This is an optimization exercise on Yosys and OpenROAD, whose aim is small area and a short achievable clock period, not a production implementation. In this exercise RTL edits were held to simulation tests only and were not proved equivalent to the original. No activity file was given, so power comes from the tool's default toggle rates.

Setup of lane 2:
// CPU
module CPU(clk,rst,data_out,instr_out,instr_read,data_read,instr_addr,data_addr,data_write,data_in);
Size in the first run: about 4300 cells after synthesis, about 1100 flip-flops, roughly 170 I/O pins, about 57000 sq um of cells after synthesis.
clock: 12.0 ns
lec_check: 0
cap_margin: 20
core_margin: 2
core_utilization: 30
cts_buf_list: sky130_fd_sc_hd__clkbuf_8
place_density: 0.5
setup_slack_margin: 3.5
slew_margin: 20
synth_hierarchical: 1
run.sh (not shown) runs the stock make flow with config.mk's settings and CLKGATE_MAP_FILE= SYNTH_SCRIPT=/design/flow/synth_recipe.tcl, a recipe that flattens the netlist after the stock synthesis.
Lane 2: done, clean on timing, DRC and antenna
The following lists how lane 4 was set up differently from lane 2:
Settings: changing SETUP_SLACK_MARGIN from 3.5 to 4.
==> comparison <==
- Lane 4 completed every stage of the flow, and the final layout passed the timing, design-rule and antenna checks.
- Hold buffer count at cts: lane 2 vs lane 4 identical
- Fraction of power consumed by combinational cells came out higher on lane 4 than on lane 2.
- Lane 4 ended up with data_addr[27] as its end of the critical path; lane 2 ended up with data_addr[31].
- Transition at the pin with the smallest max-transition slack ended up 0.0083 ns higher on lane 4 than on lane 2.
- Diff lane 2 -> lane 4: detailed placer's ending HPWL fell 2300 microns; first-iteration DRC count rose 216.


CPU again, from the RTL that the note above started with.
clock: 12.0 ns
lec_check: 0
cap_margin: 20
core_margin: 2
core_utilization: 35
cts_buf_list: sky130_fd_sc_hd__clkbuf_8
place_density: 0.6
setup_slack_margin: 3
slew_margin: 20
synth_hierarchical: 1
Then changed:
--- a/flow/config.mk
+++ b/flow/config.mk
@@ -8,7 +8,7 @@
 export CAP_MARGIN = 20
 export CORE_MARGIN = 2
-export CORE_UTILIZATION = 35
+export CORE_UTILIZATION = 30
 export CTS_BUF_LIST = sky130_fd_sc_hd__clkbuf_8
-export PLACE_DENSITY = 0.6
+export PLACE_DENSITY = 0.5
 export SETUP_SLACK_MARGIN = 3
 export SLEW_MARGIN = 20
Die area is higher by 16%.
Register-to-register slack gains 0.18 ns.
Clock power went up by about 5%.
Combinational power hardly moves.
Sequential cell count does not change.
Global-route usage shrinks by 4.4 points.
Power climbs by 1.7%.
Final area goes up by 0.48%.
Worst hold slack stays flat.
First-iteration DRC count fell by 17%.
Wire length went up by 0.54%.

--- another note on this design; it stands on its own ---

==> delta: inputs <==
Design CPU, start of the top module:
module CPU(clk,rst,data_out,instr_out,instr_read,data_read,instr_addr,data_addr,data_write,data_in);
input             clk;
input             rst;
input      [31:0] data_out;
input      [31:0] instr_out;
output            instr_read;
output     [31:0] instr_addr;
output            data_read;
output     [31:0] data_addr;
output     [3:0]  data_write;
output     [31:0] data_in;
assign instr_read = 1'b1;
wire [31:0] ins = instr_out;
wire [6:0]  op  = ins[6:0];
wire [2:0]  f3  = ins[14:12];
wire [4:0]  rd  = ins[11:7];
wire [4:0]  rs1 = ins[19:15];
wire [4:0]  rs2 = ins[24:20];
wire is_lui   = (op == 7'b0110111);
wire is_auipc = (op == 7'b0010111);
wire is_jal   = (op == 7'b1101111);
wire is_jalr  = (op == 7'b1100111);
wire is_br    = (op == 7'b1100011);
wire is_ld    = (op == 7'b0000011);
wire is_st    = (op == 7'b0100011);
wire is_opi   = (op == 7'b0010011);
wire is_op    = (op == 7'b0110011);
wire [31:0] imm_i = {{20{ins[31]}}, ins[31:20]};
wire [31:0] imm_s = {{20{ins[31]}}, ins[31:25], ins[11:7]};
wire [31:0] imm_b = {{20{ins[31]}}, ins[7], ins[30:25], ins[11:8], 1'b0};
wire [31:0] imm_u = {ins[31:12], 12'b0};
wire [31:0] imm_j = {{12{ins[31]}}, ins[19:12], ins[20], ins[30:21], 1'b0};
reg  [31:0] pc;
reg  [31:0] rf [1:31];    
reg  [31:1] valid;        
assign instr_addr = pc;
integer i;
reg [30:0] sel1, sel2;
always @(*) begin
    for (i = 1; i < 32; i = i + 1) begin
        sel1[i-1] = valid[i] & (rs1 == i);
        sel2[i-1] = valid[i] & (rs2 == i);
    end
end
wire [31:0] r1, r2;
genvar gb, ge;
generate for (gb = 0; gb < 32; gb = gb + 1) begin : rdbit
    wire [30:0] col;
    for (ge = 1; ge < 32; ge = ge + 1) begin : ent
        assign col[ge-1] = rf[ge][gb];
    end
    rdmux m1(.sel(sel1), .d(col), .y(r1[gb]));
    rdmux m2(.sel(sel2), .d(col), .y(r2[gb]));
end endgenerate
wire [31:0] addr;
  ...
clock: 12.0 ns
lec_check: 0
cap_margin: 20
core_margin: 2
core_utilization: 30
place_density: 0.5
setup_slack_margin: 3
slew_margin: 20
synth_hierarchical: 1
run.sh (not shown) runs the stock make flow with config.mk's settings and CLKGATE_MAP_FILE= SYNTH_SCRIPT=/design/flow/synth_recipe.tcl, a recipe that flattens the netlist after the stock synthesis.
==> xenon (differences from delta) <==
CTS_BUF_LIST = sky130_fd_sc_hd__clkbuf_8   (was unset)
SETUP_SLACK_MARGIN = 4.5   (was 3)
==> results.yml <==
timing:
  relSlewSlack_pct: 11.7
setup_path:
  ff2ff_path_depth: 26
  critPathBufInv: 7
  cpLargestDelayFamily: "simple AND/OR/NAND/NOR gates"
power_and_ir_drop:
  leakage_nw: 28.0
run_status:
  outcome: "timing/DRC/antenna clean"
final_layout:
  fin_util_pct: 42.1
  multi_input_area_share_pct: 36.1
detailed_routing:
  drt_iter0_drc: 13800
That was xenon.
==> results.yml <==
run_status:
  outcome: "timing/DRC/antenna clean"
power_and_ir_drop:
  leakage_nw: 24.2
final_layout:
  multi_input_area_share_pct: 35.8
detailed_routing:
  drt_iter0_drc: 10900
setup_path:
  ff2ff_path_depth: 25
  cpLargestDelayFamily: "compound AO/OA/AOI/OAI gates"
  critPathBufInv: 6
That was delta.

[re-timing with driven ports]
The results above use ideal ports. As a check the final layouts listed here were re-extracted and re-timed, cells and wires unchanged. Step 1 assumes that a clkbuf_16 drives the clock port and a buf_2 every other input. Step 2 also shifts input and output timing later by t, the mid clock arrival at the registers, as if the neighbouring blocks saw the same clock. Three values: no drivers, after step 1, after step 2; two values: the first two.
| run | t (ns) | setup slack, ns | clock arrival spread, ns |
|---|---|---|---|
| lane 2 | 0.998 | 3.214 / 3.039 / 2.664 | 0.097 / 0.097 |
| lane 4 | 1.014 | 3.306 / 3.124 / 2.813 | 0.110 / 0.110 |
| the first run of note 2 | 0.997 | 2.822 / 2.681 / 2.148 | 0.065 / 0.064 |
| the second run of note 2 | 1.006 | 2.888 / 2.778 / 2.249 | 0.120 / 0.120 |
| delta | 0.851 | 2.797 / 2.715 / 2.112 | 0.067 / 0.067 |
| xenon | 1.030 | 3.046 / 2.845 / 2.388 | 0.112 / 0.113 |
After both steps every run listed still meets setup and hold. The setup slack of delta, which loses most, moves by -0.082 ns with the drivers and by -0.685 ns with both steps.
